What follows belongs to an exercise in optimizing a design on an open flow for small area; a production flow would make more cautious choices. In this exercise RTL edits were held to simulation tests only and were not proved equivalent to the original. Power is estimated from default activity; no workload was simulated.

## flow/design.v

```verilog
module hex2seg (
   input [3:0] number,            
   output reg [6:0] pattern );    
   always @ (number)
      case(number)
         4'h0:  pattern = 7'b0000001;   
         4'h1:  pattern = 7'b1001111;   
         4'h2:  pattern = 7'b0010010;
         4'h3:  pattern = 7'b0000110;
         4'h4:  pattern = 7'b1001100;
         4'h5:  pattern = 7'b0100100;
         4'h6:  pattern = 7'b0100000;
         4'h7:  pattern = 7'b0001111;
         4'h8:  pattern = 7'b0000000;
         4'h9:  pattern = 7'b0000100;
         4'hA:  pattern = 7'b0001000;
         4'hB:  pattern = 7'b1100000;
         4'hC:  pattern = 7'b0110001;
         4'hD:  pattern = 7'b1000010;
         4'hE:  pattern = 7'b0110000;
         4'hF:  pattern = 7'b0111000;   
      endcase   
endmodule 
module DisplayInterface(
    input [15:0] value,
    input [9:0] count10,
    input [1:0] count2,
    output [9:0] next10,
    output at_zero,
    output [7:0] digit,
    output [7:0] segment
    );
    wire low_zero = ~|count10[8:0];
    assign at_zero = low_zero & ~count10[9];
    assign next10 = {count10[8:0], count10[9] ^ count10[6] ^ low_zero};
    reg [3:0] hex_value;
    always @*
        case (count2)
          2'b00: hex_value = value[3:0];
          2'b01: hex_value = value[7:4];
          2'b10: hex_value = value[11:8];
          2'b11: hex_value = value[15:12];
        endcase
    assign digit = {4'b1111, ~(count2 == 2'b11), ~(count2 == 2'b10),
                    ~(count2 == 2'b01), ~(count2 == 2'b00)};
    wire [6:0] hex_pattern;
    hex2seg part_seg(.number(hex_value), .pattern(hex_pattern));
    assign segment = {hex_pattern, 1'b1};
endmodule
module myCalc(
    input [16:0] X,
    input [16:0] Y,
    input [1:0] OP,
    input [4:0] keycode,
    input newkey,
    input rst,
    output reg [16:0] nextX,
    output [16:0] nextY,
    output [1:0] nextOP,
    output OVW
    );
    wire sub = ~(OP[1] & OP[0]);
    wire b1 = Y[0] | OP[1];
    wire b2 = Y[1] & ~Y[0] & ~OP[1];
    wire b3 = Y[1] | OP[1];
    wire l4 = X[0] & b1;
    wire l5 = b3 & ~l4;
    wire p6 = ((X[1] & b1) | (X[0] & b2)) ^ b3;
    wire p7 = ((X[2] & b1) | (X[1] & b2)) ^ b3;
    wire p8 = ((X[3] & b1) | (X[2] & b2)) ^ b3;
    wire p9 = ((X[4] & b1) | (X[3] & b2)) ^ b3;
    wire p10 = ((X[5] & b1) | (X[4] & b2)) ^ b3;
    wire p11 = ((X[6] & b1) | (X[5] & b2)) ^ b3;
    wire p12 = ((X[7] & b1) | (X[6] & b2)) ^ b3;
    wire p13 = ((X[8] & b1) | (X[7] & b2)) ^ b3;
    wire p14 = ((X[9] & b1) | (X[8] & b2)) ^ b3;
    wire p15 = ((X[10] & b1) | (X[9] & b2)) ^ b3;
    wire p16 = ((X[11] & b1) | (X[10] & b2)) ^ b3;
    wire p17 = ((X[12] & b1) | (X[11] & b2)) ^ b3;
    wire p18 = ((X[13] & b1) | (X[12] & b2)) ^ b3;
    wire p19 = ((X[14] & b1) | (X[13] & b2)) ^ b3;
    wire p20 = ((X[15] & b1) | (X[14] & b2)) ^ b3;
    wire p21 = ((X[16] & b1) | (X[15] & b2)) ^ b3;
    wire p22 = ((X[16] & b1) | (X[16] & b2)) ^ b3;
    wire b23 = (Y[2] ^ Y[1]) & ~OP[1];
    wire b24 = ((Y[3] & ~Y[2] & ~Y[1]) | (~Y[3] & Y[2] & Y[1])) & ~OP[1];
    wire l25 = X[0] & b23;
    wire l26 = Y[3] & ~l25;
    wire p27 = ((X[1] & b23) | (X[0] & b24)) ^ Y[3];
    wire p28 = ((X[2] & b23) | (X[1] & b24)) ^ Y[3];
    wire p29 = ((X[3] & b23) | (X[2] & b24)) ^ Y[3];
    wire p30 = ((X[4] & b23) | (X[3] & b24)) ^ Y[3];
    wire p31 = ((X[5] & b23) | (X[4] & b24)) ^ Y[3];
    wire p32 = ((X[6] & b23) | (X[5] & b24)) ^ Y[3];
    wire p33 = ((X[7] & b23) | (X[6] & b24)) ^ Y[3];
    wire p34 = ((X[8] & b23) | (X[7] & b24)) ^ Y[3];
    wire p35 = ((X[9] & b23) | (X[8] & b24)) ^ Y[3];
    wire p36 = ((X[10] & b23) | (X[9] & b24)) ^ Y[3];
    wire p37 = ((X[11] & b23) | (X[10] & b24)) ^ Y[3];
    wire p38 = ((X[12] & b23) | (X[11] & b24)) ^ Y[3];
    wire p39 = ((X[13] & b23) | (X[12] & b24)) ^ Y[3];
    wire p40 = ((X[14] & b23) | (X[13] & b24)) ^ Y[3];
    wire p41 = ((X[15] & b23) | (X[14] & b24)) ^ Y[3];
    wire b42 = (Y[4] ^ Y[3]) & ~OP[1];
    wire b43 = ((Y[5] & ~Y[4] & ~Y[3]) | (~Y[5] & Y[4] & Y[3])) & ~OP[1];
    wire l44 = X[0] & b42;
    wire l45 = Y[5] & ~l44;
    wire p46 = ((X[1] & b42) | (X[0] & b43)) ^ Y[5];
    wire p47 = ((X[2] & b42) | (X[1] & b43)) ^ Y[5];
    wire p48 = ((X[3] & b42) | (X[2] & b43)) ^ Y[5];
    wire p49 = ((X[4] & b42) | (X[3] & b43)) ^ Y[5];
    wire p50 = ((X[5] & b42) | (X[4] & b43)) ^ Y[5];
    wire p51 = ((X[6] & b42) | (X[5] & b43)) ^ Y[5];
    wire p52 = ((X[7] & b42) | (X[6] & b43)) ^ Y[5];
    wire p53 = ((X[8] & b42) | (X[7] & b43)) ^ Y[5];
    wire p54 = ((X[9] & b42) | (X[8] & b43)) ^ Y[5];
    wire p55 = ((X[10] & b42) | (X[9] & b43)) ^ Y[5];
    wire p56 = ((X[11] & b42) | (X[10] & b43)) ^ Y[5];
    wire p57 = ((X[12] & b42) | (X[11] & b43)) ^ Y[5];
    wire p58 = ((X[13] & b42) | (X[12] & b43)) ^ Y[5];
    wire b59 = (Y[6] ^ Y[5]) & ~OP[1];
    wire b60 = ((Y[7] & ~Y[6] & ~Y[5]) | (~Y[7] & Y[6] & Y[5])) & ~OP[1];
    wire l61 = X[0] & b59;
    wire l62 = Y[7] & ~l61;
    wire p63 = ((X[1] & b59) | (X[0] & b60)) ^ Y[7];
    wire p64 = ((X[2] & b59) | (X[1] & b60)) ^ Y[7];
    wire p65 = ((X[3] & b59) | (X[2] & b60)) ^ Y[7];
    wire p66 = ((X[4] & b59) | (X[3] & b60)) ^ Y[7];
    wire p67 = ((X[5] & b59) | (X[4] & b60)) ^ Y[7];
    wire p68 = ((X[6] & b59) | (X[5] & b60)) ^ Y[7];
    wire p69 = ((X[7] & b59) | (X[6] & b60)) ^ Y[7];
    wire p70 = ((X[8] & b59) | (X[7] & b60)) ^ Y[7];
    wire p71 = ((X[9] & b59) | (X[8] & b60)) ^ Y[7];
    wire p72 = ((X[10] & b59) | (X[9] & b60)) ^ Y[7];
    wire p73 = ((X[11] & b59) | (X[10] & b60)) ^ Y[7];
    wire b74 = (Y[8] ^ Y[7]) & ~OP[1];
    wire b75 = ((Y[9] & ~Y[8] & ~Y[7]) | (~Y[9] & Y[8] & Y[7])) & ~OP[1];
    wire l76 = X[0] & b74;
    wire l77 = Y[9] & ~l76;
    wire p78 = ((X[1] & b74) | (X[0] & b75)) ^ Y[9];
    wire p79 = ((X[2] & b74) | (X[1] & b75)) ^ Y[9];
    wire p80 = ((X[3] & b74) | (X[2] & b75)) ^ Y[9];
    wire p81 = ((X[4] & b74) | (X[3] & b75)) ^ Y[9];
    wire p82 = ((X[5] & b74) | (X[4] & b75)) ^ Y[9];
    wire p83 = ((X[6] & b74) | (X[5] & b75)) ^ Y[9];
    wire p84 = ((X[7] & b74) | (X[6] & b75)) ^ Y[9];
    wire p85 = ((X[8] & b74) | (X[7] & b75)) ^ Y[9];
    wire p86 = ((X[9] & b74) | (X[8] & b75)) ^ Y[9];
    wire b87 = (Y[10] ^ Y[9]) & ~OP[1];
    wire b88 = ((Y[11] & ~Y[10] & ~Y[9]) | (~Y[11] & Y[10] & Y[9])) & ~OP[1];
    wire l89 = X[0] & b87;
    wire l90 = Y[11] & ~l89;
    wire p91 = ((X[1] & b87) | (X[0] & b88)) ^ Y[11];
    wire p92 = ((X[2] & b87) | (X[1] & b88)) ^ Y[11];
    wire p93 = ((X[3] & b87) | (X[2] & b88)) ^ Y[11];
    wire p94 = ((X[4] & b87) | (X[3] & b88)) ^ Y[11];
    wire p95 = ((X[5] & b87) | (X[4] & b88)) ^ Y[11];
    wire p96 = ((X[6] & b87) | (X[5] & b88)) ^ Y[11];
    wire p97 = ((X[7] & b87) | (X[6] & b88)) ^ Y[11];
    wire b98 = (Y[12] ^ Y[11]) & ~OP[1];
    wire b99 = ((Y[13] & ~Y[12] & ~Y[11]) | (~Y[13] & Y[12] & Y[11])) & ~OP[1];
    wire l100 = X[0] & b98;
    wire l101 = Y[13] & ~l100;
    wire p102 = ((X[1] & b98) | (X[0] & b99)) ^ Y[13];
    wire p103 = ((X[2] & b98) | (X[1] & b99)) ^ Y[13];
    wire p104 = ((X[3] & b98) | (X[2] & b99)) ^ Y[13];
    wire p105 = ((X[4] & b98) | (X[3] & b99)) ^ Y[13];
    wire p106 = ((X[5] & b98) | (X[4] & b99)) ^ Y[13];
    wire b107 = (Y[14] ^ Y[13]) & ~OP[1];
    wire b108 = ((Y[15] & ~Y[14] & ~Y[13]) | (~Y[15] & Y[14] & Y[13])) & ~OP[1];
    wire l109 = X[0] & b107;
    wire l110 = Y[15] & ~l109;
    wire p111 = ((X[1] & b107) | (X[0] & b108)) ^ Y[15];
    wire p112 = ((X[2] & b107) | (X[1] & b108)) ^ Y[15];
    wire p113 = ((X[3] & b107) | (X[2] & b108)) ^ Y[15];
    wire b114 = (Y[16] ^ Y[15]) & ~OP[1];
    wire b115 = ((Y[16] & ~Y[16] & ~Y[15]) | (~Y[16] & Y[16] & Y[15])) & ~OP[1];
    wire l116 = X[0] & b114;
    wire l117 = Y[16] & ~l116;
    wire p118 = ((X[1] & b114) | (X[0] & b115)) ^ Y[16];
    wire ha119_0, ha119_1;
    ha u119 (l5, p6, ha119_0, ha119_1);
    wire fa120_0, fa120_1;
    fa u120 (l25, p7, ha119_1, fa120_0, fa120_1);
    wire fa121_0, fa121_1;
    fa u121 (l26, p8, p27, fa121_0, fa121_1);
    wire ha122_0, ha122_1;
    ha u122 (fa120_1, fa121_0, ha122_0, ha122_1);
    wire fa123_0, fa123_1;
    fa u123 (l44, p9, p28, fa123_0, fa123_1);
    wire fa124_0, fa124_1;
    fa u124 (fa121_1, fa123_0, ha122_1, fa124_0, fa124_1);
    wire fa125_0, fa125_1;
    fa u125 (l45, p10, p29, fa125_0, fa125_1);
    wire fa126_0, fa126_1;
    fa u126 (p46, fa123_1, fa125_0, fa126_0, fa126_1);
    wire ha127_0, ha127_1;
    ha u127 (fa124_1, fa126_0, ha127_0, ha127_1);
    wire fa128_0, fa128_1;
    fa u128 (l61, p11, p30, fa128_0, fa128_1);
    wire fa129_0, fa129_1;
    fa u129 (p47, fa125_1, fa128_0, fa129_0, fa129_1);
    wire fa130_0, fa130_1;
    fa u130 (fa126_1, fa129_0, ha127_1, fa130_0, fa130_1);
    wire fa131_0, fa131_1;
    fa u131 (l62, p12, p31, fa131_0, fa131_1);
    wire fa132_0, fa132_1;
    fa u132 (p48, p63, fa128_1, fa132_0, fa132_1);
    wire fa133_0, fa133_1;
    fa u133 (fa131_0, fa132_0, fa129_1, fa133_0, fa133_1);
    wire ha134_0, ha134_1;
    ha u134 (fa130_1, fa133_0, ha134_0, ha134_1);
    wire fa135_0, fa135_1;
    fa u135 (l76, p13, p32, fa135_0, fa135_1);
    wire fa136_0, fa136_1;
    fa u136 (p49, p64, fa131_1, fa136_0, fa136_1);
    wire fa137_0, fa137_1;
    fa u137 (fa135_0, fa132_1, fa136_0, fa137_0, fa137_1);
    wire fa138_0, fa138_1;
    fa u138 (fa133_1, fa137_0, ha134_1, fa138_0, fa138_1);
    wire fa139_0, fa139_1;
    fa u139 (l77, p14, p33, fa139_0, fa139_1);
    wire fa140_0, fa140_1;
    fa u140 (p50, p65, p78, fa140_0, fa140_1);
    wire fa141_0, fa141_1;
    fa u141 (fa135_1, fa139_0, fa140_0, fa141_0, fa141_1);
    wire fa142_0, fa142_1;
    fa u142 (fa136_1, fa141_0, fa137_1, fa142_0, fa142_1);
    wire ha143_0, ha143_1;
    ha u143 (fa138_1, fa142_0, ha143_0, ha143_1);
    wire fa144_0, fa144_1;
    fa u144 (l89, p15, p34, fa144_0, fa144_1);
    wire fa145_0, fa145_1;
    fa u145 (p51, p66, p79, fa145_0, fa145_1);
    wire fa146_0, fa146_1;
    fa u146 (fa139_1, fa140_1, fa144_0, fa146_0, fa146_1);
    wire fa147_0, fa147_1;
    fa u147 (fa145_0, fa141_1, fa146_0, fa147_0, fa147_1);
    wire fa148_0, fa148_1;
    fa u148 (fa147_0, fa142_1, ha143_1, fa148_0, fa148_1);
    wire fa149_0, fa149_1;
    fa u149 (l90, p16, p35, fa149_0, fa149_1);
    wire fa150_0, fa150_1;
    fa u150 (p52, p67, p80, fa150_0, fa150_1);
    wire fa151_0, fa151_1;
    fa u151 (p91, fa144_1, fa145_1, fa151_0, fa151_1);
    wire fa152_0, fa152_1;
    fa u152 (fa149_0, fa150_0, fa151_0, fa152_0, fa152_1);
    wire fa153_0, fa153_1;
    fa u153 (fa146_1, fa147_1, fa152_0, fa153_0, fa153_1);
    wire ha154_0, ha154_1;
    ha u154 (fa148_1, fa153_0, ha154_0, ha154_1);
    wire fa155_0, fa155_1;
    fa u155 (l100, p17, p36, fa155_0, fa155_1);
    wire fa156_0, fa156_1;
    fa u156 (p53, p68, p81, fa156_0, fa156_1);
    wire fa157_0, fa157_1;
    fa u157 (p92, fa149_1, fa150_1, fa157_0, fa157_1);
    wire fa158_0, fa158_1;
    fa u158 (fa155_0, fa156_0, fa151_1, fa158_0, fa158_1);
    wire fa159_0, fa159_1;
    fa u159 (fa157_0, fa152_1, fa158_0, fa159_0, fa159_1);
    wire fa160_0, fa160_1;
    fa u160 (fa153_1, fa159_0, ha154_1, fa160_0, fa160_1);
    wire fa161_0, fa161_1;
    fa u161 (l101, p18, p37, fa161_0, fa161_1);
    wire fa162_0, fa162_1;
    fa u162 (p54, p69, p82, fa162_0, fa162_1);
    wire fa163_0, fa163_1;
    fa u163 (p93, p102, fa155_1, fa163_0, fa163_1);
    wire fa164_0, fa164_1;
    fa u164 (fa156_1, fa161_0, fa162_0, fa164_0, fa164_1);
    wire fa165_0, fa165_1;
    fa u165 (fa157_1, fa163_0, fa164_0, fa165_0, fa165_1);
    wire fa166_0, fa166_1;
    fa u166 (fa158_1, fa165_0, fa159_1, fa166_0, fa166_1);
    wire ha167_0, ha167_1;
    ha u167 (fa160_1, fa166_0, ha167_0, ha167_1);
    wire fa168_0, fa168_1;
    fa u168 (l109, p19, p38, fa168_0, fa168_1);
    wire fa169_0, fa169_1;
    fa u169 (p55, p70, p83, fa169_0, fa169_1);
    wire fa170_0, fa170_1;
    fa u170 (p94, p103, fa161_1, fa170_0, fa170_1);
    wire fa171_0, fa171_1;
    fa u171 (fa162_1, fa168_0, fa169_0, fa171_0, fa171_1);
    wire fa172_0, fa172_1;
    fa u172 (fa163_1, fa170_0, fa164_1, fa172_0, fa172_1);
    wire fa173_0, fa173_1;
    fa u173 (fa171_0, fa165_1, fa172_0, fa173_0, fa173_1);
    wire fa174_0, fa174_1;
    fa u174 (fa173_0, fa166_1, ha167_1, fa174_0, fa174_1);
    wire fa175_0, fa175_1;
    fa u175 (l110, p20, p39, fa175_0, fa175_1);
    wire fa176_0, fa176_1;
    fa u176 (p56, p71, p84, fa176_0, fa176_1);
    wire fa177_0, fa177_1;
    fa u177 (p95, p104, p111, fa177_0, fa177_1);
    wire fa178_0, fa178_1;
    fa u178 (fa168_1, fa169_1, fa175_0, fa178_0, fa178_1);
    wire fa179_0, fa179_1;
    fa u179 (fa176_0, fa177_0, fa170_1, fa179_0, fa179_1);
    wire fa180_0, fa180_1;
    fa u180 (fa171_1, fa178_0, fa172_1, fa180_0, fa180_1);
    wire fa181_0, fa181_1;
    fa u181 (fa179_0, fa173_1, fa180_0, fa181_0, fa181_1);
    wire ha182_0, ha182_1;
    ha u182 (fa174_1, fa181_0, ha182_0, ha182_1);
    wire fa183_0, fa183_1;
    fa u183 (l116, p21, p40, fa183_0, fa183_1);
    wire fa184_0, fa184_1;
    fa u184 (p57, p72, p85, fa184_0, fa184_1);
    wire fa185_0, fa185_1;
    fa u185 (p96, p105, p112, fa185_0, fa185_1);
    wire fa186_0, fa186_1;
    fa u186 (fa175_1, fa176_1, fa177_1, fa186_0, fa186_1);
    wire fa187_0, fa187_1;
    fa u187 (fa183_0, fa184_0, fa185_0, fa187_0, fa187_1);
    wire fa188_0, fa188_1;
    fa u188 (fa186_0, fa178_1, fa187_0, fa188_0, fa188_1);
    wire fa189_0, fa189_1;
    fa u189 (fa179_1, fa188_0, fa180_1, fa189_0, fa189_1);
    wire fa190_0, fa190_1;
    fa u190 (fa181_1, fa189_0, ha182_1, fa190_0, fa190_1);
    wire x191 = l117 ^ p22;
    wire x192 = p41 ^ p58;
    wire x193 = p73 ^ p86;
    wire x194 = p97 ^ p106;
    wire x195 = p113 ^ p118;
    wire x196 = x191 ^ x192;
    wire x197 = x193 ^ x194;
    wire x198 = x195 ^ fa183_1;
    wire x199 = fa184_1 ^ fa185_1;
    wire x200 = x196 ^ x197;
    wire x201 = x198 ^ x199;
    wire x202 = x200 ^ fa186_1;
    wire x203 = fa187_1 ^ x201;
    wire x204 = x202 ^ x203;
    wire x205 = fa188_1 ^ x204;
    wire x206 = x205 ^ fa189_1;
    wire x207 = x206 ^ fa190_1;
    wire d208 = X[1] & ~X[0];
    wire q209 = X[0] & X[1];
    wire q210 = X[0] & X[2];
    wire d211 = X[2] & ~X[1];
    wire q212 = X[1] & X[2];
    wire q213 = X[0] & X[3];
    wire q214 = X[0] & X[4];
    wire q215 = X[1] & X[3];
    wire d216 = X[3] & ~X[2];
    wire q217 = X[2] & X[3];
    wire q218 = X[0] & X[5];
    wire q219 = X[1] & X[4];
    wire q220 = X[0] & X[6];
    wire q221 = X[1] & X[5];
    wire q222 = X[2] & X[4];
    wire d223 = X[4] & ~X[3];
    wire q224 = X[3] & X[4];
    wire q225 = X[0] & X[7];
    wire q226 = X[1] & X[6];
    wire q227 = X[2] & X[5];
    wire q228 = X[0] & X[8];
    wire q229 = X[1] & X[7];
    wire q230 = X[2] & X[6];
    wire q231 = X[3] & X[5];
    wire d232 = X[5] & ~X[4];
    wire q233 = X[4] & X[5];
    wire q234 = X[0] & X[9];
    wire q235 = X[1] & X[8];
    wire q236 = X[2] & X[7];
    wire q237 = X[3] & X[6];
    wire q238 = X[0] & X[10];
    wire q239 = X[1] & X[9];
    wire q240 = X[2] & X[8];
    wire q241 = X[3] & X[7];
    wire q242 = X[4] & X[6];
    wire d243 = X[6] & ~X[5];
    wire q244 = X[5] & X[6];
    wire q245 = X[0] & X[11];
    wire q246 = X[1] & X[10];
    wire q247 = X[2] & X[9];
    wire q248 = X[3] & X[8];
    wire q249 = X[4] & X[7];
    wire q250 = X[0] & X[12];
    wire q251 = X[1] & X[11];
    wire q252 = X[2] & X[10];
    wire q253 = X[3] & X[9];
    wire q254 = X[4] & X[8];
    wire q255 = X[5] & X[7];
    wire d256 = X[7] & ~X[6];
    wire q257 = X[6] & X[7];
    wire q258 = X[0] & X[13];
    wire q259 = X[1] & X[12];
    wire q260 = X[2] & X[11];
    wire q261 = X[3] & X[10];
    wire q262 = X[4] & X[9];
    wire q263 = X[5] & X[8];
    wire q264 = X[0] & X[14];
    wire q265 = X[1] & X[13];
    wire q266 = X[2] & X[12];
    wire q267 = X[3] & X[11];
    wire q268 = X[4] & X[10];
    wire q269 = X[5] & X[9];
    wire q270 = X[6] & X[8];
    wire d271 = X[8] & ~X[7];
    wire q272 = X[7] & X[8];
    wire q273 = X[0] & X[15];
    wire q274 = X[1] & X[14];
    wire q275 = X[2] & X[13];
    wire q276 = X[3] & X[12];
    wire q277 = X[4] & X[11];
    wire q278 = X[5] & X[10];
    wire q279 = X[6] & X[9];
    wire q280 = X[0] & X[16];
    wire q281 = X[1] & X[15];
    wire q282 = X[2] & X[14];
    wire q283 = X[3] & X[13];
    wire q284 = X[4] & X[12];
    wire q285 = X[5] & X[11];
    wire q286 = X[6] & X[10];
    wire q287 = X[7] & X[9];
    wire ha288_0, ha288_1;
    ha u288 (q209, q210, ha288_0, ha288_1);
    wire fa289_0, fa289_1;
    fa u289 (d211, q213, ha288_1, fa289_0, fa289_1);
    wire fa290_0, fa290_1;
    fa u290 (q212, q214, q215, fa290_0, fa290_1);
    wire ha291_0, ha291_1;
    ha u291 (fa289_1, fa290_0, ha291_0, ha291_1);
    wire fa292_0, fa292_1;
    fa u292 (d216, q218, q219, fa292_0, fa292_1);
    wire fa293_0, fa293_1;
    fa u293 (fa290_1, fa292_0, ha291_1, fa293_0, fa293_1);
    wire fa294_0, fa294_1;
    fa u294 (q217, q220, q221, fa294_0, fa294_1);
    wire fa295_0, fa295_1;
    fa u295 (q222, fa292_1, fa294_0, fa295_0, fa295_1);
    wire ha296_0, ha296_1;
    ha u296 (fa293_1, fa295_0, ha296_0, ha296_1);
    wire fa297_0, fa297_1;
    fa u297 (d223, q225, q226, fa297_0, fa297_1);
    wire fa298_0, fa298_1;
    fa u298 (q227, fa294_1, fa297_0, fa298_0, fa298_1);
    wire fa299_0, fa299_1;
    fa u299 (fa295_1, fa298_0, ha296_1, fa299_0, fa299_1);
    wire fa300_0, fa300_1;
    fa u300 (q224, q228, q229, fa300_0, fa300_1);
    wire fa301_0, fa301_1;
    fa u301 (q230, q231, fa297_1, fa301_0, fa301_1);
    wire fa302_0, fa302_1;
    fa u302 (fa300_0, fa298_1, fa301_0, fa302_0, fa302_1);
    wire ha303_0, ha303_1;
    ha u303 (fa299_1, fa302_0, ha303_0, ha303_1);
    wire fa304_0, fa304_1;
    fa u304 (d232, q234, q235, fa304_0, fa304_1);
    wire fa305_0, fa305_1;
    fa u305 (q236, q237, fa300_1, fa305_0, fa305_1);
    wire fa306_0, fa306_1;
    fa u306 (fa304_0, fa301_1, fa305_0, fa306_0, fa306_1);
    wire fa307_0, fa307_1;
    fa u307 (fa302_1, fa306_0, ha303_1, fa307_0, fa307_1);
    wire fa308_0, fa308_1;
    fa u308 (q233, q238, q239, fa308_0, fa308_1);
    wire fa309_0, fa309_1;
    fa u309 (q240, q241, q242, fa309_0, fa309_1);
    wire fa310_0, fa310_1;
    fa u310 (fa304_1, fa308_0, fa309_0, fa310_0, fa310_1);
    wire fa311_0, fa311_1;
    fa u311 (fa305_1, fa310_0, fa306_1, fa311_0, fa311_1);
    wire ha312_0, ha312_1;
    ha u312 (fa307_1, fa311_0, ha312_0, ha312_1);
    wire fa313_0, fa313_1;
    fa u313 (d243, q245, q246, fa313_0, fa313_1);
    wire fa314_0, fa314_1;
    fa u314 (q247, q248, q249, fa314_0, fa314_1);
    wire fa315_0, fa315_1;
    fa u315 (fa308_1, fa309_1, fa313_0, fa315_0, fa315_1);
    wire fa316_0, fa316_1;
    fa u316 (fa314_0, fa310_1, fa315_0, fa316_0, fa316_1);
    wire fa317_0, fa317_1;
    fa u317 (fa316_0, fa311_1, ha312_1, fa317_0, fa317_1);
    wire fa318_0, fa318_1;
    fa u318 (q244, q250, q251, fa318_0, fa318_1);
    wire fa319_0, fa319_1;
    fa u319 (q252, q253, q254, fa319_0, fa319_1);
    wire fa320_0, fa320_1;
    fa u320 (q255, fa313_1, fa314_1, fa320_0, fa320_1);
    wire fa321_0, fa321_1;
    fa u321 (fa318_0, fa319_0, fa315_1, fa321_0, fa321_1);
    wire fa322_0, fa322_1;
    fa u322 (fa320_0, fa316_1, fa321_0, fa322_0, fa322_1);
    wire ha323_0, ha323_1;
    ha u323 (fa317_1, fa322_0, ha323_0, ha323_1);
    wire fa324_0, fa324_1;
    fa u324 (d256, q258, q259, fa324_0, fa324_1);
    wire fa325_0, fa325_1;
    fa u325 (q260, q261, q262, fa325_0, fa325_1);
    wire fa326_0, fa326_1;
    fa u326 (q263, fa318_1, fa319_1, fa326_0, fa326_1);
    wire fa327_0, fa327_1;
    fa u327 (fa324_0, fa325_0, fa320_1, fa327_0, fa327_1);
    wire fa328_0, fa328_1;
    fa u328 (fa326_0, fa321_1, fa327_0, fa328_0, fa328_1);
    wire fa329_0, fa329_1;
    fa u329 (fa322_1, fa328_0, ha323_1, fa329_0, fa329_1);
    wire fa330_0, fa330_1;
    fa u330 (q257, q264, q265, fa330_0, fa330_1);
    wire fa331_0, fa331_1;
    fa u331 (q266, q267, q268, fa331_0, fa331_1);
    wire fa332_0, fa332_1;
    fa u332 (q269, q270, fa324_1, fa332_0, fa332_1);
    wire fa333_0, fa333_1;
    fa u333 (fa325_1, fa330_0, fa331_0, fa333_0, fa333_1);
    wire fa334_0, fa334_1;
    fa u334 (fa326_1, fa332_0, fa333_0, fa334_0, fa334_1);
    wire fa335_0, fa335_1;
    fa u335 (fa327_1, fa334_0, fa328_1, fa335_0, fa335_1);
    wire ha336_0, ha336_1;
    ha u336 (fa329_1, fa335_0, ha336_0, ha336_1);
    wire fa337_0, fa337_1;
    fa u337 (d271, q273, q274, fa337_0, fa337_1);
    wire fa338_0, fa338_1;
    fa u338 (q275, q276, q277, fa338_0, fa338_1);
    wire fa339_0, fa339_1;
    fa u339 (q278, q279, fa330_1, fa339_0, fa339_1);
    wire fa340_0, fa340_1;
    fa u340 (fa331_1, fa337_0, fa338_0, fa340_0, fa340_1);
    wire fa341_0, fa341_1;
    fa u341 (fa332_1, fa333_1, fa339_0, fa341_0, fa341_1);
    wire fa342_0, fa342_1;
    fa u342 (fa340_0, fa334_1, fa341_0, fa342_0, fa342_1);
    wire fa343_0, fa343_1;
    fa u343 (fa342_0, fa335_1, ha336_1, fa343_0, fa343_1);
    wire x344 = q272 ^ q280;
    wire x345 = q281 ^ q282;
    wire x346 = q283 ^ q284;
    wire x347 = q285 ^ q286;
    wire x348 = q287 ^ x344;
    wire x349 = x345 ^ x346;
    wire x350 = x347 ^ fa337_1;
    wire x351 = fa338_1 ^ x348;
    wire x352 = x349 ^ x350;
    wire x353 = x351 ^ fa339_1;
    wire x354 = fa340_1 ^ x352;
    wire x355 = x353 ^ x354;
    wire x356 = fa341_1 ^ x355;
    wire x357 = x356 ^ fa342_1;
    wire x358 = x357 ^ fa343_1;
    wire a359 = Y[0] & OP[1];
    wire a360 = X[0] ^ sub;
    wire a361 = Y[1] & OP[1];
    wire a362 = X[1] ^ sub;
    wire a363 = Y[2] & OP[1];
    wire a364 = X[2] ^ sub;
    wire a365 = Y[3] & OP[1];
    wire a366 = X[3] ^ sub;
    wire a367 = Y[4] & OP[1];
    wire a368 = X[4] ^ sub;
    wire a369 = Y[5] & OP[1];
    wire a370 = X[5] ^ sub;
    wire a371 = Y[6] & OP[1];
    wire a372 = X[6] ^ sub;
    wire a373 = Y[7] & OP[1];
    wire a374 = X[7] ^ sub;
    wire a375 = Y[8] & OP[1];
    wire a376 = X[8] ^ sub;
    wire a377 = Y[9] & OP[1];
    wire a378 = X[9] ^ sub;
    wire a379 = Y[10] & OP[1];
    wire a380 = X[10] ^ sub;
    wire a381 = Y[11] & OP[1];
    wire a382 = X[11] ^ sub;
    wire a383 = Y[12] & OP[1];
    wire a384 = X[12] ^ sub;
    wire a385 = Y[13] & OP[1];
    wire a386 = X[13] ^ sub;
    wire a387 = Y[14] & OP[1];
    wire a388 = X[14] ^ sub;
    wire a389 = Y[15] & OP[1];
    wire a390 = X[15] ^ sub;
    wire a391 = Y[16] & OP[1];
    wire a392 = X[16] ^ sub;
    wire a393 = Y[16] & OP[1];
    wire a394 = X[16] ^ sub;
    wire fa395_0, fa395_1;
    fa u395 (sub, a359, a360, fa395_0, fa395_1);
    wire fa396_0, fa396_1;
    fa u396 (a361, a362, fa395_1, fa396_0, fa396_1);
    wire fa397_0, fa397_1;
    fa u397 (a363, a364, fa396_1, fa397_0, fa397_1);
    wire fa398_0, fa398_1;
    fa u398 (a365, a366, fa397_1, fa398_0, fa398_1);
    wire fa399_0, fa399_1;
    fa u399 (a367, a368, fa398_1, fa399_0, fa399_1);
    wire fa400_0, fa400_1;
    fa u400 (a369, a370, fa399_1, fa400_0, fa400_1);
    wire fa401_0, fa401_1;
    fa u401 (a371, a372, fa400_1, fa401_0, fa401_1);
    wire fa402_0, fa402_1;
    fa u402 (a373, a374, fa401_1, fa402_0, fa402_1);
    wire fa403_0, fa403_1;
    fa u403 (a375, a376, fa402_1, fa403_0, fa403_1);
    wire fa404_0, fa404_1;
    fa u404 (a377, a378, fa403_1, fa404_0, fa404_1);
    wire fa405_0, fa405_1;
    fa u405 (a379, a380, fa404_1, fa405_0, fa405_1);
    wire fa406_0, fa406_1;
    fa u406 (a381, a382, fa405_1, fa406_0, fa406_1);
    wire fa407_0, fa407_1;
    fa u407 (a383, a384, fa406_1, fa407_0, fa407_1);
    wire fa408_0, fa408_1;
    fa u408 (a385, a386, fa407_1, fa408_0, fa408_1);
    wire ha409_0, ha409_1;
    ha u409 (a387, a388, ha409_0, ha409_1);
    wire f410 = ha409_0 ^ fa408_1;
    wire f411 = ha409_1 | (ha409_0 & fa408_1);
    wire ha412_0, ha412_1;
    ha u412 (a389, a390, ha412_0, ha412_1);
    wire f413 = ha412_0 ^ f411;
    wire f414 = ha412_1 | (ha412_0 & f411);
    wire ha415_0, ha415_1;
    ha u415 (a391, a392, ha415_0, ha415_1);
    wire f416 = ha415_0 ^ f414;
    wire f417 = ha415_1 | (ha415_0 & f414);
    wire x418 = a393 ^ a394;
    wire x419 = x418 ^ f417;
    wire [17:0] P = {x207, fa190_0, ha182_0, fa174_0, ha167_0, fa160_0, ha154_0, fa148_0, ha143_0, fa138_0, ha134_0, fa130_0, ha127_0, fa124_0, ha122_0, fa120_0, ha119_0, l4};    
    wire [17:0] S = {x358, fa343_0, ha336_0, fa329_0, ha323_0, fa317_0, ha312_0, fa307_0, ha303_0, fa299_0, ha296_0, fa293_0, ha291_0, fa289_0, ha288_0, d208, 1'b0, X[0]};    
    wire [17:0] A = {x419, f416, f413, f410, fa408_0, fa407_0, fa406_0, fa405_0, fa404_0, fa403_0, fa402_0, fa401_0, fa400_0, fa399_0, fa398_0, fa397_0, fa396_0, fa395_0};    
    wire key     = newkey & ~rst;
    wire k_digit = key & keycode[4];
    wire k_op    = key & (keycode[4:2] == 3'b010);
    wire k_ce    = key & (keycode == 5'b01100);
    wire k_ca    = key & (keycode == 5'b00100);
    wire k_eq    = key & (keycode == 5'b00011);
    wire k_sqr   = key & (keycode == 5'b00001);
    wire k_neg   = key & (keycode == 5'b00010);
    wire op_mul = (OP == 2'b01);
    wire sel_shift = k_digit;
    wire sel_a = (k_eq & OP[1]) | (k_neg & ~OP[1]);
    wire sel_p = (k_eq & op_mul) | (k_neg & OP[1]);
    wire sel_s = k_sqr;
    wire sel_x = ~(rst | k_digit | k_op | k_ce | k_ca | k_sqr | k_neg | (k_eq & (OP != 2'b00)));
    wire [16:0] shifted = {X[12:0], keycode[3:0]};
    wire [16:0] pick3_n, pick2_n;
    genvar b;
    generate for (b = 0; b < 17; b = b + 1) begin : pick
        ao222_n p3 (sel_shift, shifted[b], sel_a, A[b], sel_p, P[b], pick3_n[b]);
        if (b == 1) begin : s_zero
            assign pick2_n[b] = ~(sel_x & X[b]);
        end else begin : s_bit
            ao22_n p2 (sel_s, S[b], sel_x, X[b], pick2_n[b]);
        end
    end endgenerate
    always @* nextX = ~(pick3_n & pick2_n);
    wire hold_y = ~(rst | k_op | k_ca);
    assign nextY = ({17{k_op}} & X) | ({17{hold_y}} & Y);
    assign nextOP = ({2{k_op}} & keycode[1:0]) | ({2{hold_y}} & OP);
    assign OVW = (OP[1] & A[17]) | (op_mul & P[17]) | (k_sqr & S[17]);
endmodule
module fa(input a, input b, input c, output s, output co);
    assign s = a ^ b ^ c;
    assign co = (a & b) | (a & c) | (b & c);
endmodule
module ha(input a, input b, output s, output co);
    assign s = a ^ b;
    assign co = a & b;
endmodule
module xor2m(input a, input b, output y);
    assign y = a ^ b;
endmodule
module nor2m(input a, input b, output y);
    assign y = ~(a | b);
endmodule
module xnor2m(input a, input b, output y);
    assign y = ~(a ^ b);
endmodule
module or2m(input a, input b, output y);
    assign y = a | b;
endmodule
module ornm(input a, input b, output y);
    assign y = a | ~b;
endmodule
module andnm(input a, input b, output y);
    assign y = a & ~b;
endmodule
module ao222_n(input a1, input b1, input a2, input b2, input a3, input b3, output y);
    assign y = ~((a1 & b1) | (a2 & b2) | (a3 & b3));
endmodule
module ao22_n(input a1, input b1, input a2, input b2, output y);
    assign y = ~((a1 & b1) | (a2 & b2));
endmodule
module calc_top(
        input clk,               
        input rst,               
        input [4:0] keycode,     
        input newkey,            
        output [15:0] calcOut,   
        output [7:0] digit,      
        output [7:0] segment,    
        output NEG_LED,
        output OVW_LED
        );
    reg [16:0] X, Y;         
    reg [1:0] OP;            
    reg [9:0] count10;       
    reg [1:0] count2;        
    wire [16:0] nextX, nextY;
    wire [1:0] nextOP;
    myCalc calculator (
        .X(X), .Y(Y), .OP(OP),
        .keycode(keycode), .newkey(newkey), .rst(rst),
        .nextX(nextX), .nextY(nextY), .nextOP(nextOP),
        .OVW(OVW_LED)
        );
    always @(posedge clk) begin
        X <= nextX;
        Y <= nextY;
        OP <= nextOP;
    end
    assign calcOut = X[15:0];
    assign NEG_LED = X[16];
    wire [9:0] next10;
    wire at_zero;
    DisplayInterface display (
        .value(X[15:0]), .count10(count10), .count2(count2),
        .next10(next10), .at_zero(at_zero),
        .digit(digit), .segment(segment)
        );
    always @(posedge clk or posedge rst)
        if (rst) count10 <= 10'b0;
        else count10 <= next10;
    always @(posedge clk or posedge rst)
        if (rst) count2 <= 2'b0;
        else if (at_zero) count2 <= count2 + 2'b1;
endmodule
```

## flow/flow/run.sh

```bash
#!/bin/bash
# The standard synthesis (kept as std_synth.v for reference), the same
# synthesis without its final flatten (hier/), the combinational logic mapped
# again for area by flow/post.ys, a check that the registers are the standard
# synthesis's, then the standard layout from floorplan to finish.
set -euo pipefail
W=$(pwd)
P=$FLOW_PLATFORM
R=$W/orfs/results/$P/calc_top/base
H=$W/hier/results/$P/calc_top/base
LIB=$FLOW_HOME/platforms/$P/lib/sky130_fd_sc_hd__tt_025C_1v80.lib
bash standard.sh synth > $W/synth.log 2>&1
cp $R/1_2_yosys.v $W/std_synth.v
sed -e "s#WORK_HOME=[^ ]*#WORK_HOME=$W/hier#" -e "s#SYNTH_SCRIPT=[^ ]*#SYNTH_SCRIPT=$W/flow/hier_synth.tcl#" \
    -e '/^if \[\[/,$d' standard.sh > $W/hier.sh
bash $W/hier.sh $H/1_2_yosys.v > $W/hier_synth.log 2>&1
sed -e "s#@LIB@#$LIB#g" -e "s#@IN@#$H/1_2_yosys.v#" -e "s#@OUT@#$R/1_2_yosys.v#" -e "s#@W@#$W#" \
    -e "s#@CELLS@#$W/flow/cells.v#" flow/post.ys > $W/post_run.ys
yosys -s $W/post_run.ys > $W/post_yosys.log 2>&1
python3 flow/check_regs.py $W/std_synth.v $R/1_2_yosys.v > $W/check_regs.log 2>&1
bash standard.sh BUFFER_PORTS_ARGS="-buffer_cell sky130_fd_sc_hd__buf_1" finish > $W/layout.log 2>&1
```

## flow/flow/cells.v

```verilog
// The design's ao222_n and ao22_n modules, each as the one library cell
// with that function.
module ao222_n(input a1, input b1, input a2, input b2, input a3, input b3, output y);
    (* keep_hierarchy *) sky130_fd_sc_hd__a222oi_1 cell (.A1(a1), .A2(b1), .B1(a2), .B2(b2), .C1(a3), .C2(b3), .Y(y));
endmodule

module ao22_n(input a1, input b1, input a2, input b2, output y);
    (* keep_hierarchy *) sky130_fd_sc_hd__a22oi_1 cell (.A1(a1), .A2(b1), .B1(a2), .B2(b2), .Y(y));
endmodule
```

## flow/flow/check_regs.py

```python
#!/usr/bin/env python3
"""Checks that two netlists have the same registers: the same instance names,
each in the same cell type (drive strength aside)."""
import re, sys

def regs(path):
    t = open(path).read()
    out = {}
    for typ, name in re.findall(r'\b(sky130_fd_sc_hd__(?:df|edf|sdf|dl)\w*?)_\d+\s+(\S+)\s*\(', t):
        out[name.lstrip('\\')] = typ
    return out

a, b = regs(sys.argv[1]), regs(sys.argv[2])
print(f'{len(a)} registers in {sys.argv[1]}, {len(b)} in {sys.argv[2]}')
bad = sorted(set(a) ^ set(b)) + sorted(n for n in set(a) & set(b) if a[n] != b[n])
for n in bad:
    print('mismatch:', n, a.get(n), b.get(n))
sys.exit(1 if bad else 0)
```

## flow/flow/hier_synth.tcl

```tcl
# synth_recipe.tcl (the standard synthesis) without its final flatten: the
# netlist keeps the design's modules, so post.ys can map some of them itself.
proc synth {args} { yosys synth -nofsm -noshare {*}$args }
source $::env(SCRIPTS_DIR)/synth.tcl
# left out here: clear keep_hierarchy, clean up, hide names made inside functions, write 1_2_yosys.v
```

## flow/flow/post.ys

```
# Re-map the synthesis netlist (the standard synthesis without its final
# flatten). The modules ao222_n and ao22_n become their library cells
# (flow/cells.v); registers, full adders and tie cells are kept as they are;
# every other cell is turned back into logic and mapped again by ABC for
# area, as one flat netlist.
read_liberty -ignore_miss_func -ignore_miss_dir @LIB@
read_verilog @IN@
delete ao222_n ao22_n
read_verilog @CELLS@
hierarchy -top calc_top
setattr -mod -set keep_hierarchy 1 sky130_fd_sc_hd__fa_* sky130_fd_sc_hd__df* sky130_fd_sc_hd__edf* sky130_fd_sc_hd__sdf* sky130_fd_sc_hd__dl* sky130_fd_sc_hd__conb_1
flatten
select -module calc_top
techmap
opt -fast
abc -liberty @LIB@ -dont_use sky130_fd_sc_hd__lpflow_bleeder_1 -dont_use sky130_fd_sc_hd__lpflow_clkbufkapwr_1 -dont_use sky130_fd_sc_hd__lpflow_clkbufkapwr_16 -dont_use sky130_fd_sc_hd__lpflow_clkbufkapwr_2 -dont_use sky130_fd_sc_hd__lpflow_clkbufkapwr_4 -dont_use sky130_fd_sc_hd__lpflow_clkbufkapwr_8 -dont_use sky130_fd_sc_hd__lpflow_clkinvkapwr_1 -dont_use sky130_fd_sc_hd__lpflow_clkinvkapwr_16 -dont_use sky130_fd_sc_hd__lpflow_clkinvkapwr_2 -dont_use sky130_fd_sc_hd__lpflow_clkinvkapwr_4 -dont_use sky130_fd_sc_hd__lpflow_clkinvkapwr_8 -dont_use sky130_fd_sc_hd__lpflow_decapkapwr_12 -dont_use sky130_fd_sc_hd__lpflow_decapkapwr_3 -dont_use sky130_fd_sc_hd__lpflow_decapkapwr_4 -dont_use sky130_fd_sc_hd__lpflow_decapkapwr_6 -dont_use sky130_fd_sc_hd__lpflow_decapkapwr_8 -dont_use sky130_fd_sc_hd__lpflow_inputiso0n_1 -dont_use sky130_fd_sc_hd__lpflow_inputiso0p_1 -dont_use sky130_fd_sc_hd__lpflow_inputiso1n_1 -dont_use sky130_fd_sc_hd__lpflow_inputiso1p_1 -dont_use sky130_fd_sc_hd__lpflow_inputisolatch_1 -dont_use sky130_fd_sc_hd__lpflow_isobufsrc_1 -dont_use sky130_fd_sc_hd__lpflow_isobufsrc_16 -dont_use sky130_fd_sc_hd__lpflow_isobufsrc_2 -dont_use sky130_fd_sc_hd__lpflow_isobufsrc_4 -dont_use sky130_fd_sc_hd__lpflow_isobufsrc_8 -dont_use sky130_fd_sc_hd__lpflow_isobufsrckapwr_16 -dont_use sky130_fd_sc_hd__lpflow_lsbuf_lh_hl_isowell_tap_1 -dont_use sky130_fd_sc_hd__lpflow_lsbuf_lh_hl_isowell_tap_2 -dont_use sky130_fd_sc_hd__lpflow_lsbuf_lh_hl_isowell_tap_4 -dont_use sky130_fd_sc_hd__lpflow_lsbuf_lh_isowell_4 -dont_use sky130_fd_sc_hd__lpflow_lsbuf_lh_isowell_tap_1 -dont_use sky130_fd_sc_hd__lpflow_lsbuf_lh_isowell_tap_2 -dont_use sky130_fd_sc_hd__lpflow_lsbuf_lh_isowell_tap_4 -dont_use sky130_fd_sc_hd__probe_p_8 -dont_use sky130_fd_sc_hd__probec_p_8  -script "+strash; dch -f; amap; topo"
opt_clean -purge
hilomap -singleton -hicell sky130_fd_sc_hd__conb_1 HI -locell sky130_fd_sc_hd__conb_1 LO
splitnets
opt_clean -purge
select -clear
tee -o @W@/post_stat.txt stat -liberty @LIB@
select calc_top
write_verilog -noattr -noexpr -nohex -nodec -selected @OUT@
```

## flow/standard.sh

```bash
#!/bin/bash
# synth_recipe.tcl (not shown) runs the flow's synth.tcl, then flattens the netlist and writes it again
# the make line also repeats each setting of config.mk as NAME=value (left out here)
make -C /OpenROAD-flow-scripts/flow DESIGN_CONFIG=/design/flow/config.mk WORK_HOME=/design/flow/orfs CLKGATE_MAP_FILE= SYNTH_SCRIPT=/design/flow/synth_recipe.tcl "${@:-finish}"
```

## flow/config.mk

```make
export PLATFORM = sky130hd
export DESIGN_NAME = calc_top
export DESIGN_NICKNAME = calc_top
export VERILOG_FILES = /design/flow/design.v
export SDC_FILE = /design/flow/constraint.sdc
export NUM_CORES = 4
export LEC_CHECK = 0
export ABC_AREA = 1
export CAP_MARGIN = 5
export CORE_MARGIN = 2
export CORE_UTILIZATION = 55
export CTS_BUF_LIST = sky130_fd_sc_hd__clkbuf_8
export GPL_TIMING_DRIVEN = 0
export SLEW_MARGIN = 5
export SYNTH_HIERARCHICAL = 1
```

## flow/constraint.sdc

```tcl
create_clock -name core_clock -period 12.0 [get_ports {clk}]
set_input_delay 2.4000 -clock core_clock [delete_from_list [all_inputs] [get_ports {clk}]]
set_output_delay 2.4000 -clock core_clock [all_outputs]
set_load 0.01 [all_outputs]
```

==> parameters.txt, run 1 <==
Parameter                              Value

Finish
  Number of inserted filler cells in the final layout    approximately 1200
  Multi-input gate area in the final layout    between 5000 and 6000 um^2
  Post-route insts no fill    1121
  Number of diodes    0
  Sequential Area    a little over 1000 um^2
  Final core utilization    between 60% and 70%
  Number of nets in the layout    1083
  Ratio of cells with drive above 1 in the final layout    between 2 and 3%
  Area growth from synthesis to final layout    8.89%

STA
  PnR worst setup slack    approximately 430 ps
  Least-Margin Pin Slew    around 1300 ps
  Tmin final    approximately 12000 ps
  Final setup viols    0
  Max-slew violation count    0
  Setup repair after global routing missed its margin    no
  Max_slew headroom    roughly 14%
  Fmax    slightly below 0.09 GHz
  Ratio of final minimum period to clock period    a little over nine tenths
  Final clock skew    approximately 9 ps
  Hold violation count in the final report    0
  Hold WS    approximately 380 ps

Clocking
  Quantity of hold-fixing buffers added after cts    0
  Maximum clock path buffer count    2
  Total clock sinks    48
  Clock latency reported for the late side of the worst-skew pair    about 320 ps
  Count of H-tree levels built during CTS    2
  Clock tree from TritonCTS    done
  Clock transition at the register clock pins on the worst setup and hold paths after CTS    approximately 100 ps
  Num CTS Buffers    5
  Clock Tree Root    sky130_fd_sc_hd__clkbuf_8

Floorplanning
  Core Area    12600 um^2
  Boundary pin count    42
  Site Rows    between 40 and 50
  Area of the die    between 10000 and 15000 um^2
  Vert. Die Dim    between 100 and 150 um
  Starting density of the core    between 50% and 60%
  Die W    around 120 um

Hold path
  Tightest Hold Check Type    register to register

Setup path
  CP Launch Type    register
  CP required    ~9600 ps
  Max FO, Critical Path    29
  Category of the worst setup path capture point    output pin
  Setup Crit Path Kind    register to output pin
  Worst EP arrival    9170 ps

Placement
  RePlAce Congestion    0.887
  HPWL reported at the end of detailed placement    around 16000 um
  DP Worst Slack    -884 ps
  Placed cell count    around 1100
  Number of I/O port buffers    36

Power
  VDD IR-drop max    around 52 uV
  Sequential cell fraction of total power    approximately 45%
  Comb pwr share    25.2%
  Net switching fraction of the power    a little over a third
  Leak Pwr    2.98 nW
  Pint    about 240 uW
  Clk network pwr share    29.8%
  Total power of the final layout    ~370 uW
  Power density of the placed cells    ~48 nW/um^2
  Switching power    around 130 uW

GRT
  Overflow after GRT    0
  Number of global-route vias before repair    a little over 7000
  Initial antenna violation count    0
  Pin count of the biggest net entering global routing    39
  Global-route wire length before repair    about 38000 um
  Global routing usage summed across all routing layers    about a third

Status
  Outcome  timing/DRC/antenna clean

Flow run
  Total of max-cap violations    0

Routing
  Total iterations of the first detailed-routing run    8
  Number of remaining DRC errors    0
  Iteration-0 DRC count of the detailed router    just over 900
  Total number of vias    7340
  Per-cell routed wire length    around 21 um
  Detailed-route vias per instance    about 6.5
  Final antenna-violating net count    0
  Detailed Route WL    23100 um

Logic synthesis
  Cell Area, Synth    7100 um^2
  Post-synthesis area per instance    between 7 and 8 um^2
  Cells after synthesis    around 890
  Synth warnings    10
-- final timing paths --
path / from / end / slack (ps) / cells after the start
max: OP[1] / OVW_LED / 430 / 22
min: count10[2] / count10[3] / 380 / 0
max reg2reg: OP[1] / X[16] / 3300 / 22
min reg2reg: count10[2] / count10[3] / 380 / 0
max in group asynchronous: rst / count10[3] / 9660 / 2
min in group asynchronous: rst / count2[1] / 2030 / 2
-- layout make-up --
type	count	share of cell area, %
Clock inverter	2	0.178
Tap cell	172	2.78
Timing Repair Buffer	44	3.40
Inverter	77	3.78
Sequential cell	48	13.2
Clock buffer	6	1.07
Multi-Input combinational cell	772	75.6
-- power groups by stage --
stage	clock [mW]	combinational [mW]	sequential, mW
6_report	0.111	0.0933	0.167
5_1_grt	0.118	0.102	0.167
4_1_cts	0.112	0.0875	0.166
3_5_place_dp	0	0.0871	0.170
3_3_place_gp	0	0.0834	0.170
2_1_floorplan	0	0.0580	0.169
-- layer usage --
metal	share of wire [%]	up-vias	track usage [%]
met1	41	3610	45.7
met5	0	-	0
met2	48	366	56.8
li1	-	3312	-
met3	8.2	52	5.67
met4	2.7	0	10.4
-- registers in the layout, summed over array words and instances, names as in the netlist --
| register | count |
|---|---|
| Y | 17 |
| count10 | 10 |
| count2 | 2 |
| X | 17 |
| OP | 2 |
-- stage by stage --
stage	setup TNS [ps]	cell area, um^2
final	0	7740
after global routing	0	7740
after CTS	0	7640
after detailed placement	-884	7540
after global placement	-664	7470
after floorplan	0	7120
-- cell usage in the layout (no fill, tap or decap), drive strengths merged, types with 2 or more instances in the layout --
master / n
a21o: 2
a21oi: 43
a222oi: 17
a22oi: 16
and3: 2
buf: 44
clkbuf: 6
clkinv: 77
conb: 5
dfrtp: 12
dfxtp: 36
fa: 127
inv: 2
nand2: 113
nand3: 2
nor2: 182
nor3: 5
nor4: 3
o2111ai: 2
o211ai: 2
o21ai: 88
o221ai: 11
o22a: 3
o22ai: 121
o31ai: 2
o32ai: 5
or2: 4
or3: 10
xor2: 2
-- critical path, cell delays in order, from the launching register on --
cell and delay [ps]:
sky130_fd_sc_hd__dfxtp_1 810, sky130_fd_sc_hd__inv_4 280, sky130_fd_sc_hd__nor2_4 450, sky130_fd_sc_hd__clkinv_2 370, sky130_fd_sc_hd__fa_1 540, sky130_fd_sc_hd__fa_1 400, sky130_fd_sc_hd__fa_1 400, sky130_fd_sc_hd__fa_1 400
sky130_fd_sc_hd__fa_1 390, sky130_fd_sc_hd__fa_1 380, sky130_fd_sc_hd__fa_1 390, sky130_fd_sc_hd__fa_1 410, sky130_fd_sc_hd__fa_1 390, sky130_fd_sc_hd__fa_1 380, sky130_fd_sc_hd__fa_1 400, sky130_fd_sc_hd__fa_1 410
sky130_fd_sc_hd__fa_1 390, sky130_fd_sc_hd__fa_1 420, sky130_fd_sc_hd__a21o_1 200, sky130_fd_sc_hd__a21oi_1 230, sky130_fd_sc_hd__nor2_1 70, sky130_fd_sc_hd__o311ai_0 500, sky130_fd_sc_hd__buf_1 200
-- what timing repair did --
action | in CTS | in global routing
setup endpoints to repair | 1 | 1
gates resized for setup | 4 | 1
buffers inserted | 0 | 0
endpoints found under the hold margin | 0 | 0
==> run 2, diff against run 1 <==
--- a/flow/flow/run.sh
+++ b/flow/flow/run.sh
@@ -19,3 +19,4 @@
 yosys -s $W/post_run.ys > $W/post_yosys.log 2>&1
 python3 flow/check_regs.py $W/std_synth.v $R/1_2_yosys.v > $W/check_regs.log 2>&1
-bash standard.sh BUFFER_PORTS_ARGS="-buffer_cell sky130_fd_sc_hd__buf_1" finish > $W/layout.log 2>&1
+bash standard.sh BUFFER_PORTS_ARGS="-buffer_cell sky130_fd_sc_hd__buf_1" \
+    CTS_ARGS="-sink_clustering_enable -repair_clock_nets -buf_list sky130_fd_sc_hd__clkbuf_8 -dont_use_dummy_load" finish > $W/layout.log 2>&1
==> run 2 against run 1 <==
  * Register-to-register slack got worse by 30 ps
  * Sequential share of layout area about the same
  * Largest cell class unchanged
  * Still clean on timing, DRC and antenna
  * Sequential power about the same
  * Critical path type unchanged
  * Via count about the same
  * Flip-flop and latch count unchanged
  * Utilization decreased by 0.22 points
  * Critical endpoint unchanged
  * Clock skew increased by 11 ps
  * Worst setup slack got worse by 23 ps
==> parameters.txt, run 2 <==
Parameter                              Value

Status
  Outcome  timing/DRC/antenna clean

GRT
  Number of global-route vias before repair    about 7300
  Pin count of the biggest net entering global routing    39
  Global-route wire length before repair    37500 um
  Overflow after GRT    0
  Initial antenna violation count    0
  Global routing usage summed across all routing layers    approximately 34%

Finish
  Most frequent cells in the layout    179 x sky130_fd_sc_hd__nor2_1, 127 x sky130_fd_sc_hd__fa_1, 121 x sky130_fd_sc_hd__o22ai_1
  Most common library cell in the layout ignoring fill and taps    sky130_fd_sc_hd__nor2_1
  Number of diodes    0
  Number of nets in the layout    1083
  Final core utilization    about three fifths
  Number of inserted filler cells in the final layout    1175
  Area growth from synthesis to final layout    8.51%
  Ratio of cells with drive above 1 in the final layout    roughly 2.3%
  Cell area after layout    7710 um^2
  Regs by FF count    X (17), Y (17), count10 (10)

Clocking
  Num CTS Buffers    5
  Clock tree from TritonCTS    done
  Clock Tree Root    sky130_fd_sc_hd__clkbuf_8
  Clock transition at the register clock pins on the worst setup and hold paths after CTS    about 100 ps
  Total clock sinks    48
  Clock latency reported for the late side of the worst-skew pair    ~320 ps
  Count of H-tree levels built during CTS    2
  Maximum clock path buffer count    2
  Post-CTS setup buffer count    0

Placement
  Instance area after placement    around 7500 um^2
  HPWL reported at the end of detailed placement    ~16000 um
  Number of I/O port buffers    36
  DP Worst Slack    -884 ps
  RePlAce Congestion    approximately 0.9

Logic synthesis
  Cells after synthesis    around 890
  Cell Area, Synth    7100 um^2
  Synth warnings    10
  Post-synthesis area per instance    7.96 um^2

STA
  Least-Margin Pin Slew    1280 ps
  Final setup viols    0
  Fmax    0.0862 GHz
  Final clock skew    approximately 20 ps
  Tmin final    about 12000 ps
  Max-slew violation count    0
  Ratio of final minimum period to clock period    between 90% and 100%
  Setup TNS    0 ps
  PnR worst setup slack    around 400 ps
  Hold violation count in the final report    0
  Max_slew headroom    between 10 and 15%
  Setup repair after global routing missed its margin    no

Routing
  Total number of vias    between 7000 and 8000
  Detailed-route vias per instance    between 6 and 7
  Total iterations of the first detailed-routing run    7
  Number of remaining DRC errors    0
  Iteration-0 DRC count of the detailed router    869
  Final antenna-violating net count    0
  Detailed Route WL    23200 um
  Per-cell routed wire length    20.7 um

Setup path
  Worst EP arrival    around 9000 ps
  Startpoint of the most critical setup path    OP[1]
  Largest stage delay on the critical path    a little over 800 ps
  CP Launch Type    register
  Category of the worst setup path capture point    output pin
  Cell with the largest stage delay on the worst path    sky130_fd_sc_hd__dfxtp_1
  Max FO, Critical Path    29
  Worst-case reg-to-reg path depth    22
  Origin of the critical flop-to-flop path    OP[1]
  Reg-to-reg endpoint    X[16]
  CP required    approximately 9600 ps
  Setup Crit Path Kind    register to output pin
  Setup slack on the worst flop-to-flop path    roughly 3300 ps
  Most frequent cell on the critical path    sky130_fd_sc_hd__fa_1
  Sequence of cells on the critical path    inv_4 -> nor2_4 -> clkinv_2 -> fa_1 -> fa_1 -> fa_1 -> fa_1 -> fa_1 -> fa_1 -> fa_1 -> fa_1 -> fa_1 -> fa_1 -> fa_1 -> fa_1 -> fa_1 -> fa_1 -> a21o_1 -> a21oi_1 -> nor2_1 -> o311ai_0 -> buf_1

Floorplanning
  Core Area    around 13000 um^2
  Boundary pin count    42
  Starting density of the core    56.3%
  Site Rows    41
  Area of the die    about 14000 um^2
  Vert. Die Dim    around 120 um
  Die W    about 120 um

Power
  Power density of the placed cells    around 46 nW/um^2
  Total power of the final layout    354 uW
  Leak Pwr    2.97 nW
  VDD IR-drop max    about 43 uV

Hold path
  Hold Crit Endpoint    count10[3]
  Source of the worst hold timing path    count10[2]
  Tightest Hold Check Type    register to register
  Cell depth of the worst min-delay path    0

Flow run
  Total of max-cap violations    0
## run 2: cell types whose count changed in the layout (fill, tap and decap cells not counted), sizes merged
cell,delta
clkinv,-1
inv,-1
clkbuf,-1
## run 2: through the flow
step,hold slack (ps),instances
after global routing,395,1118
after detailed placement,365,1110
after CTS,386,1115
after floorplan,354,897
after global placement,359,1105
final,383,1118
## run 2: area by class of cell
cell class	instances	area [um^2]	area share (%)
clock buffers	5	68.8	0.893
inverters	77	293	3.80
multi-input cells	772	5850	75.9
flip-flops and latches	48	1020	13.2
well taps	172	215	2.79
repair buffers	44	263	3.41
## run 2: critical path, delay by kind of cell (launching register included)
kind | cells | cell delay, ps
buffers and inverters | 3 | 870
adder cells (fa/ha/maj) | 14 | 5710
flip-flops | 1 | 810
AO/OA/AOI/OAI | 3 | 930
AND/OR/NAND/NOR | 2 | 530
## run 2: power breakdown
group | total (mW) | switching, mW | internal [mW]
sequential | 0.167 | 0.00469 | 0.162
combinational | 0.0935 | 0.0622 | 0.0312
clock | 0.0939 | 0.0561 | 0.0378
## run 2: routing by layer
layer | vias to the layer above | wire length [um] | global-route usage [%]
li1 | 3309 | - | -
met1 | 3560 | 9310 | 45.6
met2 | 414 | 11200 | 56.8
met3 | 53 | 2140 | 5.67
met4 | 0 | 530 | 10.2
met5 | - | 0 | 0
## run 2: how the worst max path moves through the flow
stage | to | slack (ps) | cells after the start
after floorplan | OVW_LED | 780 | 21
after global placement | OVW_LED | -660 | 22
after detailed placement | OVW_LED | -880 | 22
after CTS | OVW_LED | 240 | 22
after global routing | OVW_LED | 60 | 22
final | OVW_LED | 400 | 22
## run 2: timing repair
action | in CTS | in global routing
setup endpoints to repair | 1 | 1
gates cloned | 0 | 0
resized for setup | 4 | 1
hold buffers | 0 | 0
==> run 3, diff against run 2 <==
--- a/flow/design.v
+++ b/flow/design.v
@@ -647,9 +647,5 @@
     generate for (b = 0; b < 17; b = b + 1) begin : pick
         ao222_n p3 (sel_shift, shifted[b], sel_a, A[b], sel_p, P[b], pick3_n[b]);
-        if (b == 1) begin : s_zero
-            assign pick2_n[b] = ~(sel_x & X[b]);
-        end else begin : s_bit
-            ao22_n p2 (sel_s, S[b], sel_x, X[b], pick2_n[b]);
-        end
+        ao22_n p2 (sel_s, S[b], sel_x, X[b], pick2_n[b]);
     end endgenerate
     always @* nextX = ~(pick3_n & pick2_n);
==> run 3 against run 2 <==
  * Still clean on timing, DRC and antenna
  * Clock power is 3.6% lower
  * Maximum frequency about the same
  * Sequential share of layout area grew 0.11 points
  * Largest cell class unchanged
==> parameters.txt, run 3 <==
Parameter                              Value

Routing
  Detailed Route WL    23200 um
  Total number of vias    between 7000 and 8000
  Length of routed met2 wiring    roughly 11000 um
  Total iterations of the first detailed-routing run    9
  Max layer used    met4
  Final antenna-violating net count    0
  Detailed-route vias per instance    6.54
  Iteration-0 DRC count of the detailed router    around 1000
  Number of remaining DRC errors    0
  Routed wl met3    between 2000 and 2500 um
  Met1 WL    9410 um
  Per-cell routed wire length    about 21 um

Floorplanning
  Boundary pin count    42
  Starting density of the core    a little under three fifths
  Core Area    around 13000 um^2
  Area of the die    around 14000 um^2
  Die W    roughly 120 um
  Site Rows    between 40 and 50
  Vert. Die Dim    around 120 um

STA
  Hold violation count in the final report    0
  Setup TNS    0 ps
  Ratio of final minimum period to clock period    a little over nine tenths
  Setup repair after global routing missed its margin    no
  Least-Margin Pin Slew    1400 ps
  Hold WS    between 300 and 400 ps
  Max_slew headroom    between 6 and 7%
  Tmin final    approximately 12000 ps
  Final clock skew    ~24 ps
  Fmax    between 0.08 and 0.09 GHz
  Max-slew violation count    0
  Final setup viols    0

Clocking
  Clock tree from TritonCTS    done
  Num CTS Buffers    5
  Total clock sinks    48
  Post-CTS setup buffer count    0
  Clock transition at the register clock pins on the worst setup and hold paths after CTS    roughly 100 ps
  Clock Tree Root    sky130_fd_sc_hd__clkbuf_8
  Count of H-tree levels built during CTS    2
  Maximum clock path buffer count    2
  Clock latency reported for the late side of the worst-skew pair    around 310 ps
  Quantity of hold-fixing buffers added after cts    0

Finish
  Cell area after layout    7650 um^2
  Ratio of cells with drive above 1 in the final layout    about 2.1%
  Final core utilization    60.6%
  Most common library cell in the layout ignoring fill and taps    sky130_fd_sc_hd__nor2_1
  Number of nets in the layout    1080
  Number of diodes    0
  Most frequent cells in the layout    176 x sky130_fd_sc_hd__nor2_1, 128 x sky130_fd_sc_hd__o22ai_1, 127 x sky130_fd_sc_hd__fa_1
  Regs by FF count    X (17), Y (17), count10 (10)
  Number of inserted filler cells in the final layout    approximately 1200
  Area growth from synthesis to final layout    7.53%

Logic synthesis
  Cells after synthesis    893
  Cell Area, Synth    around 7100 um^2
  Synth warnings    10
  Post-synthesis area per instance    between 7 and 8 um^2

Power
  Power density of the placed cells    between 40 and 50 nW/um^2
  Pint    230 uW
  VDD IR-drop max    around 46 uV
  Comb pwr share    roughly a quarter
  Total power of the final layout    350 uW
  Switching power    120 uW
  Net switching fraction of the power    between 30% and 40%
  Sequential cell fraction of total power    47.6%
  Leak Pwr    ~3.0 nW
  Clk network pwr share    between 20% and 30%

Setup path
  Worst EP arrival    approximately 9200 ps
  Origin of the critical flop-to-flop path    OP[1]
  CP Launch Type    register
  Max FO, Critical Path    30
  Setup Crit Path Kind    register to output pin
  Category of the worst setup path capture point    output pin
  Largest stage delay on the critical path    between 800 and 900 ps
  Sequence of cells on the critical path    inv_4 -> nor2_4 -> clkinvlp_4 -> fa_1 -> fa_1 -> fa_1 -> fa_1 -> fa_1 -> fa_1 -> fa_1 -> fa_1 -> fa_1 -> fa_1 -> fa_1 -> fa_1 -> fa_1 -> fa_1 -> a21o_1 -> nand2_1 -> o21ai_0 -> nor2b_1 -> o32ai_1 -> a41o_1 -> buf_1
  Startpoint of the most critical setup path    OP[1]
  Most frequent cell on the critical path    sky130_fd_sc_hd__fa_1
  Cell with the largest stage delay on the worst path    sky130_fd_sc_hd__dfxtp_1
  CP required    between 9000 and 10000 ps

GRT
  Global-route wire length before repair    37000 um
  Global routing usage summed across all routing layers    33.4%
  Initial antenna violation count    0
  Pin count of the biggest net entering global routing    38
  Number of global-route vias before repair    ~7100
  Overflow after GRT    0

Hold path
  Tightest Hold Check Type    register to register
  Source of the worst hold timing path    count10[2]

Placement
  RePlAce Congestion    0.881
  HPWL reported at the end of detailed placement    approximately 16000 um
  Number of I/O port buffers    36
  Instance area after placement    about 7600 um^2

Status
  Outcome  timing/DRC/antenna clean

Flow run
  Total of max-cap violations    0
## run 3: cell types whose count changed in the layout (fill, tap and decap cells not counted), sizes merged, moves of 3 or more
cell | previous run | this run
o21ai | 88 | 84
nand2 | 113 | 107
nor2 | 182 | 179
o22ai | 121 | 128
buf | 44 | 41
## run 3: what timing repair did
item,CTS,global route
setup endpoints to repair,1,1
endpoints found under the hold margin,0,0
resized for setup,3,2
## run 3: worst paths after layout
kind                       slack [ps]    endpoint  cells after the start
max                               410     OVW_LED                     24
min                               390  count10[3]                      0
max reg2reg                      3160       X[16]                     24
min reg2reg                       390  count10[3]                      0
max in group asynchronous        9650  count10[8]                      2
min in group asynchronous        2050  count10[4]                      2
## run 3: cell type report
class | instances | area (um^2) | share of cell area (%)
Clock buffer | 5 | 68.8 | 0.900
Inverter | 81 | 310 | 4.06
Tap cell | 172 | 215 | 2.81
Multi-Input combinational cell | 768 | 5840 | 76.4
Sequential cell | 48 | 1020 | 13.4
Timing Repair Buffer | 41 | 193 | 2.52
## run 3: routing by layer
metal | track usage, % | up-vias
met5 | 0 | -
met4 | 11.2 | 0
met3 | 6.40 | 40
met2 | 54.7 | 405
met1 | 44.9 | 3526
li1 | - | 3320
## run 3: worst max-delay path, delay by kind of cell (launching register included)
kind | cells | cell delay [ps]
adders and majority gates | 14 | 5680
buffers and inverters | 3 | 910
AOI/OAI and AO/OA | 4 | 750
DFF | 1 | 820
and+or+nand+nor | 3 | 690
## run 3: power by group through the flow
stage          clock network (mW)  logic [mW]  registers (mW)
3_5_place_dp                    0      0.0900           0.170
2_1_floorplan                   0      0.0592           0.169
3_3_place_gp                    0      0.0852           0.170
6_report                   0.0905      0.0926           0.167
4_1_cts                    0.0921      0.0903           0.166
5_1_grt                     0.100       0.101           0.167
## run 3: stage by stage
step / worst slack (ps) / std cells
global placement: -604 / 1105
CTS: 75.2 / 1115
floorplan: 815 / 897
finish: 410 / 1115
detailed placement: -771 / 1110
global route: 49.7 / 1115

-- afterwards: timing with drivers on the ports --
The results above use ideal ports. As a check the final layouts listed here were re-extracted and re-timed, cells and wires unchanged. Step 1 sets driving cells, clkbuf_16 on the clock port and buf_2 on the other inputs (assumed; they add their load-dependent delay and slew). Step 2 moves the port delays by t, midway between the first and last clock arrival at a register: inputs arrive t later, outputs are due t later. That takes back most of the time a late clock gives input paths. Three values: no drivers, after step 1, after step 2; two values: the first two.
| run | shift t [ns] | setup slack, ns | worst setup path after step 2 | latest minus earliest clock arrival (ns) | cell pins on the clock port's net |
|---|---|---|---|---|---|
| run 1 | 0.351 | 0.428 / 0.393 / 0.745 | register to output | 0.009 / 0.009 | 1 |
| run 2 | 0.343 | 0.405 / 0.370 / 0.713 | register to output | 0.020 / 0.020 | 1 |
| run 3 | 0.335 | 0.410 / 0.376 / 0.711 | register to output | 0.025 / 0.024 | 1 |
After both steps setup and hold are still met in every run listed.
